Background: an optimization exercise with open tools, aiming at small area, a short achievable clock period and few clock cycles per item. Do not read the settings as production practice.

==> run F: inputs <==
Design systolic_array_top, start of the top module:
module systolic_array_top #(
    parameter DATAWIDTH = 16,
    parameter N_SIZE = 3
) (
    input  logic clk,
    input  logic rst_n,
    input  logic valid_in,
    input  logic [N_SIZE*DATAWIDTH-1:0] matrix_a_in,    
    input  logic [N_SIZE*DATAWIDTH-1:0] matrix_b_in,    
    output logic valid_out,
    output logic [N_SIZE*DATAWIDTH*2-1:0] matrix_c_out
);
==> flow/config.mk <==
export PLATFORM = sky130hd
export DESIGN_NAME = systolic_array_top
export DESIGN_NICKNAME = systolic_array_top
export VERILOG_FILES = /design/flow/design.v
export SDC_FILE = /design/flow/constraint.sdc
export NUM_CORES = 4
export LEC_CHECK = 0
export CAP_MARGIN = 20
export CORE_MARGIN = 2
export CORE_UTILIZATION = 40
export SLEW_MARGIN = 20
==> flow/constraint.sdc <==
create_clock -name core_clock -period 10.0 [get_ports {clk}]
set_input_delay 2.0000 -clock core_clock [delete_from_list [all_inputs] [get_ports {clk}]]
set_output_delay 2.0000 -clock core_clock [all_outputs]
set_load 0.01 [all_outputs]
standard.sh (not shown) runs the stock make flow with config.mk's settings and CLKGATE_MAP_FILE= SYNTH_SCRIPT=/design/flow/synth_recipe.tcl, a recipe that flattens the netlist after the stock synthesis.
==> flow/flow/run.sh <==
#!/bin/bash
# The standard layout, with timing repair aiming at a 3.0 ns period (setup
# margin 7 ns on the 10 ns clock) instead of the 10 ns period itself.
set -euo pipefail
bash standard.sh finish SETUP_SLACK_MARGIN=7 > flow.log 2>&1
==> run C (differences from run F) <==
--- a/flow/design.v
+++ b/flow/design.v
@@ -1,23 +1,32 @@
-module PE (
-    input  logic [8:0]  one,
-    input  logic [7:0]  two,
-    input  logic [7:0]  neg,
+module PE #(
+    parameter logic [8:0] INV = 9'd0,
+    parameter logic       FIRST_INV = 1'b0
+) (
+    input  logic [8:0]  one_in,
+    input  logic [7:0]  two_in,
+    input  logic [7:0]  neg_in,
     input  logic [15:0] b,
-    input  logic        first_s,    
-    input  logic        first_c,    
+    input  logic        first_in,
     input  logic [31:0] s_q,
     input  logic [31:0] c_q,
     output logic [31:0] s_out,
     output logic [31:0] c_out
 );
     localparam logic [31:0] START = 32'h00020000;
+    logic [8:0]  one;
+    logic [7:0]  two, neg;
+    assign one = one_in ^ INV;
+    assign two = two_in ^ INV[7:0];
+    assign neg = neg_in ^ INV[7:0];
+    logic        first;
+    assign first = first_in ^ FIRST_INV;
     logic [31:0] s_in, c_in;
-    assign s_in = first_s ? START : s_q;
-    assign c_in = first_c ? 32'd0 : c_q;
+    assign s_in = first ? START : s_q;
+    assign c_in = first ? 32'd0 : c_q;
     logic y1, y2, y3, y4, y5, y6, y7, y8, y9, y10, y11, y12, y13, y14, y15, y16, y17, nn18, y19, y20, y21, y22, y23, y24, y25, y26, y27, y28, y29, y30, y31, y32, y33, y34, y35, nn36, y37, y38, y39, y40, y41, y42, y43, y44, y45, y46, y47, y48, y49, y50, y51, y52, y53, nn54, y55, y56, y57, y58, y59, y60, y61, y62, y63, y64, y65, y66, y67, y68, y69, y70, y71, nn72, y73, y74, y75, y76, y77, y78, y79, y80, y81, y82, y83, y84, y85, y86, y87, y88, y89, nn90, y91, y92, y93, y94, y95, y96, y97, y98, y99, y100, y101, y102, y103, y104, y105, y106, y107, nn108, y109, y110, y111, y112, y113, y114, y115, y116, y117, y118, y119, y120, y121, y122, y123, y124, y125, nn126, y127, y128, y129, y130, y131, y132, y133, y134, y135, y136, y137, y138, y139, y140, y141, y142, y143, nn144, y145, y146, y147, y148, y149, y150, y151, y152, y153, y154, y155, y156, y157, y158, y159, y160, hs161, hc162, hs163, hc164, fs165, fc166, hs167, hc168, fs169, fc170, hs171, hc172, fs173, fc174, fs175, fc176, fs177, fc178, fs179, fc180, fs181, fc182, hs183, hc184, fs185, fc186, hs187, hc188, fs189, fc190, hs191, hc192, hs193, hc194, hs195, hc196, fs197, fc198, hs199, hc200, fs201, fc202, hs203, hc204, fs205, fc206, fs207, fc208, hs209, hc210, fs211, fc212, fs213, fc214, hs215, hc216, fs217, fc218, fs219, fc220, fs221, fc222, fs223, fc224, fs225, fc226, fs227, fc228, fs229, fc230, fs231, fc232, fs233, fc234, fs235, fc236, fs237, fc238, fs239, fc240, fs241, fc242, fs243, fc244, fs245, fc246, fs247, fc248, fs249, fc250, fs251, fc252, fs253, fc254, fs255, fc256, fs257, fc258, fs259, fc260, fs261, fc262, fs263, fc264, fs265, fc266, fs267, fc268, fs269, fc270, fs271, fc272, fs273, fc274, fs275, fc276, fs277, fc278, fs279, fc280, fs281, fc282, fs283, fc284, fs285, fc286, hs287, hc288, fs289, fc290, fs291, fc292, fs293, fc294, hs295, hc296, fs297, fc298, hs299, hc300, hs301, hc302, hs303, hc304, fs305, fc306, hs307, hc308, fs309, fc310, hs311, hc312, fs313, fc314, fs315, fc316, fs317, fc318, fs319, fc320, fs321, fc322, fs323, fc324, fs325, fc326, fs327, fc328, fs329, fc330, fs331, fc332, fs333, fc334, fs335, fc336, fs337, fc338, fs339, fc340, fs341, fc342, fs343, fc344, fs345, fc346, fs347, fc348, fs349, fc350, fs351, fc352, fs353, fc354, fs355, fc356, fs357, fc358, fs359, fc360, fs361, fc362, fs363, fc364, fs365, fc366, fs367, fc368, fs369, fc370, fs371, fc372, fs373, fc374, fs375, fc376, fs377, fc378, fs379, fc380, fs381, fc382, fs383, fc384, fs385, fc386, fs387, fc388, fs389, fc390, fs391, fc392, fs393, fc394, fs395, fc396, fs397, fc398, fs399, fc400, fs401, fc402, fs403, fc404, fs405, fc406, hs407, hc408, fs409, fc410, hs411, hc412, hs413, hc414, hs415, hc416, fs417, fc418, fs419, fc420, fs421, fc422, fs423, fc424, fs425, fc426, fs427, fc428, fs429, fc430, fs431, fc432, fs433, fc434, fs435, fc436, fs437, fc438, fs439, fc440, fs441, fc442, fs443, fc444, fs445, fc446, fs447, fc448, fs449, fc450, fs451, fc452, fs453, fc454, fs455, fc456, fs457, fc458, fs459, fc460, fs461, fc462, fs463, fc464, fs465, fc466, fs467, fc468, fs469, fc470, fs471, fc472, fs473, fc474, fs475, fc476, hs477, hc478, fs479, fc480, fs481, fc482, fs483, fc484, fs485, fc486, fs487, fc488, fs489, fc490, fs491, fc492, fs493, fc494, fs495, fc496, fs497, fc498, fs499, fc500, fs501, fc502, fs503, fc504, fs505, fc506, fs507, fc508, fs509, fc510, fs511, fc512, fs513, fc514, fs515, fc516, fs517, fc518, fs519, fc520, fs521, fc522, fs523, fc524, fs525, fc526, fs527, fc528, fs529, fc530, fs531, fc532, fs533, fc534, fs535, fc536, fs537, fc538, fs539, fc540;
     assign y1 = (one[0] & b[0]) ^ neg[0];
     assign y2 = ((one[0] & b[1]) | (two[0] & b[0])) ^ neg[0];
     assign y3 = ((one[0] & b[2]) | (two[0] & b[1])) ^ neg[0];
     assign y4 = ((one[0] & b[3]) | (two[0] & b[2])) ^ neg[0];
     assign y5 = ((one[0] & b[4]) | (two[0] & b[3])) ^ neg[0];
     assign y6 = ((one[0] & b[5]) | (two[0] & b[4])) ^ neg[0];
@@ -556,36 +565,36 @@
     assign fs539 = fc410 ^ fs475 ^ fc474;
     assign fc540 = (fc410 & fs475) | (fc410 & fc474) | (fs475 & fc474);
     assign s_out = {fs539, fs537, fs535, fs533, fs531, fs529, fs527, fs525, fs523, fs521, fs519, fs517, fs515, fs513, fs511, fs509, fs507, fs505, fs503, fs501, fs499, fs497, fs495, fs493, fs491, fs489, fs487, fs485, fs483, fs481, fs479, hs477};
     assign c_out = {fc538, fc536, fc534, fc532, fc530, fc528, fc526, fc524, fc522, fc520, fc518, fc516, fc514, fc512, fc510, fc508, fc506, fc504, fc502, fc500, fc498, fc496, fc494, fc492, fc490, fc488, fc486, fc484, fc482, fc480, hc478, c_in[0]};
 endmodule
 module systolic_array (
     input  logic        clk,
-    input  logic [1:0]  first,     
-    input  logic [8:0]  one,
-    input  logic [7:0]  two,
-    input  logic [7:0]  neg,
+    input  logic [2:0]  first,     
+    input  logic [8:0]  one_p, one_n,
+    input  logic [7:0]  two_p, two_n,
+    input  logic [7:0]  neg_p, neg_n,
     input  logic [47:0] b,
     output logic [95:0] sum
 );
     logic [2:0][31:0] s_q, c_q, s_d, c_d;
-    PE pe0 (
-        .one(one), .two(two), .neg(neg), .b(b[15:0]),
-        .first_s(first[0]), .first_c(first[0]),
-        .s_q(s_q[0]), .c_q(c_q[0]), .s_out(s_d[0]), .c_out(c_d[0])
+    PE #(.INV(9'b000000000), .FIRST_INV(1'b0)) pe0 (
+        .one_in(one_p), .two_in(two_p), .neg_in(neg_p), .b(b[15:0]),
+        .first_in(first[0]), .s_q(s_q[0]), .c_q(c_q[0]), .s_out(s_d[0]), .c_out(c_d[0])
     );
-    PE pe1 (
-        .one(one), .two(two), .neg(neg), .b(b[31:16]),
-        .first_s(first[1]), .first_c(first[1]),
-        .s_q(s_q[1]), .c_q(c_q[1]), .s_out(s_d[1]), .c_out(c_d[1])
+    PE #(.INV(9'b111111111), .FIRST_INV(1'b1)) pe1 (
+        .one_in(one_n), .two_in(two_n), .neg_in(neg_n), .b(b[31:16]),
+        .first_in(first[1]), .s_q(s_q[1]), .c_q(c_q[1]), .s_out(s_d[1]), .c_out(c_d[1])
     );
-    PE pe2 (
-        .one(one), .two(two), .neg(neg), .b(b[47:32]),
-        .first_s(first[0]), .first_c(first[1]),
-        .s_q(s_q[2]), .c_q(c_q[2]), .s_out(s_d[2]), .c_out(c_d[2])
+    PE #(.INV(9'b010101010), .FIRST_INV(1'b0)) pe2 (
+        .one_in((one_p & 9'b101010101) | (one_n & 9'b010101010)),
+        .two_in((two_p & 8'b01010101) | (two_n & 8'b10101010)),
+        .neg_in((neg_p & 8'b01010101) | (neg_n & 8'b10101010)),
+        .b(b[47:32]),
+        .first_in(first[2]), .s_q(s_q[2]), .c_q(c_q[2]), .s_out(s_d[2]), .c_out(c_d[2])
     );
     always_ff @(posedge clk) begin
         s_q <= s_d;
         c_q <= c_d;
         for (int j = 0; j < 3; j++) sum[32*j +: 32] <= s_q[j] + c_q[j];
     end
 endmodule
@@ -598,18 +607,19 @@
     input  logic valid_in,
     input  logic [N_SIZE*DATAWIDTH-1:0] matrix_a_in,    
     input  logic [N_SIZE*DATAWIDTH-1:0] matrix_b_in,    
     output logic valid_out,
     output logic [N_SIZE*DATAWIDTH*2-1:0] matrix_c_out
 );
     logic [3:0] cnt;
-    logic       first_c, first_k;
+    logic       first_c, first_n, first_k;
     logic [2:0] k;
     always_ff @(posedge clk) begin
         first_c <= (cnt == 4'd0 && valid_in) || cnt == 4'd3 || cnt == 4'd6;
+        first_n <= !((cnt == 4'd0 && valid_in) || cnt == 4'd3 || cnt == 4'd6);
         k       <= cnt == 4'd0 ? 3'b001 : {k[1:0], k[2]};
     end
     assign first_k = k[0];
     always_ff @(posedge clk, negedge rst_n) begin
         if (!rst_n) begin
             cnt       <= 4'd0;
             valid_out <= 1'b0;
@@ -622,39 +632,49 @@
             valid_out <= cnt == 4'd4 || cnt == 4'd7 || cnt == 4'd10;
         end
     end
     logic [15:0]      a_next;
     logic [16:0]      a_pad;
     logic [2:0][15:0] a1, a2;
     logic [2:0][47:0] b;
-    logic [8:0]       one;
-    logic [7:0]       two, neg;
+    logic [8:0]       one, one_n;
+    logic [7:0]       two, neg, two_n, neg_n;
     assign a_next = valid_in ? matrix_a_in[15:0] : a1[2];
     assign a_pad  = {a_next, 1'b0};
     always_ff @(posedge clk) begin
         for (int i = 0; i < 8; i++) begin
             one[i] <= a_pad[2*i+1] ^ a_pad[2*i];
             two[i] <= (a_pad[2*i+2] & ~a_pad[2*i+1] & ~a_pad[2*i])
                     | (~a_pad[2*i+2] & a_pad[2*i+1] & a_pad[2*i]);
             neg[i] <= a_pad[2*i+2];
         end
         one[8] <= a_next[15];
+        for (int i = 0; i < 8; i++) begin
+            one_n[i] <= ~(a_pad[2*i+1] ^ a_pad[2*i]);
+            two_n[i] <= ~((a_pad[2*i+2] & ~a_pad[2*i+1] & ~a_pad[2*i])
+                        | (~a_pad[2*i+2] & a_pad[2*i+1] & a_pad[2*i]));
+            neg_n[i] <= ~a_pad[2*i+2];
+        end
+        one_n[8] <= ~a_next[15];
         a1[0] <= valid_in ? matrix_a_in[31:16] : a2[2];
         a1[1] <= a1[0];
         a1[2] <= a1[1];
         a2[0] <= matrix_a_in[47:32];
         a2[1] <= a2[0];
         a2[2] <= a2[1];
         b[0]  <= valid_in ? matrix_b_in : b[2];
         b[1]  <= b[0];
         b[2]  <= b[1];
     end
     systolic_array u_array (
         .clk  (clk),
-        .first({first_k, first_c}),
-        .one  (one),
-        .two  (two),
-        .neg  (neg),
+        .first({first_k, first_n, first_c}),
+        .one_p(one),
+        .one_n(one_n),
+        .two_p(two),
+        .two_n(two_n),
+        .neg_p(neg),
+        .neg_n(neg_n),
         .b    (b[0]),
         .sum  (matrix_c_out)
     );
 endmodule
==> flow/flow/run.sh (replaced) <==
#!/bin/bash
# The standard layout, with timing repair aiming at a 3.5 ns period (setup
# margin 6.5 ns on the 10 ns clock) instead of the 10 ns period itself.
set -euo pipefail
bash standard.sh finish SETUP_SLACK_MARGIN=6.5 > flow.log 2>&1
==> run K (differences from run F) <==
==> flow/flow/run.sh (replaced) <==
#!/bin/bash
# The standard layout, with timing repair aiming at a 3.5 ns period (setup
# margin 6.5 ns on the 10 ns clock) and denser placement.
set -euo pipefail
bash standard.sh finish SETUP_SLACK_MARGIN=6.5 PLACE_DENSITY=0.75 CORE_UTILIZATION=55 > flow.log 2>&1
==> comparison table <==
metric	run K	run C	run F
Share of the cycle needed by the critical path after routing	0.3970	0.3619	0.3889
Flop and latch count out of synthesis	558	583	558
Area share of and/or/nand/nor cells after synthesis	0.06400	0.06918	0.06400
Number of clock-tree buffers in the layout	69	88	89
Fraction of standard cell area in multi-input logic	0.5337	0.5225	0.5232
Number of signal-net buffers in the layout	369	439	451
Run status	finished clean	finished clean	finished clean
CP Launch Point	one[5]$_DFF_P_	b[43]$_DFF_P_	two[0]$_DFF_P_
Met1 Use GR	0.3714	0.2771	0.3143
Average via count per standard cell	5.894	5.289	5.431
Part of the Yosys area used for sequential elements	0.2910	0.2954	0.2910
Number of DRC markers after the initial detailed-route iteration	3669	2649	2809
Area of all sequential standard cells	11380 um2	11920 um2	11430 um2
Slack of the critical path	6030 ps	6381 ps	6111 ps
Fraction of the core area covered by cells at the end of the flow	0.6731	0.4936	0.5240
Cell Rows	96	115	113
Nonclk inv count	608	660	610
Data required time at the worst endpoint	10520 ps	10520 ps	10500 ps
Total via count after detailed routing	28790	29240	28890
Function was not checked in any run of this note: the RTL went through the layout flow alone.

static timing again, ports no longer ideal:
How much do the figures lean on ideal ports? The routed layouts below were timed once more, with nothing changed but the port constraints. Step 1 assumes that a clkbuf_16 drives the clock port and a buf_2 every other input. Step 2 moves the port delays by t, midway between the first and last clock arrival at a register: inputs arrive t later, outputs are due t later. That takes back most of the time a late clock gives input paths. Three values: no drivers, after step 1, after step 2; two values: the first two.
run	shift t [ns]	setup WS [ns]	worst setup path after step 2	worst data-port slew with drivers (ns)
run F	0.700	6.111 / 6.111 / 6.111	register to register	0.15
run C	0.715	6.381 / 6.381 / 5.989	input to register	0.06
run K	0.730	6.030 / 6.030 / 6.030	register to register	0.10
After both steps setup and hold are still met in every run listed. The setup slack of run C, which loses most, moves by 0.000 ns with the drivers and by -0.392 ns with both steps.
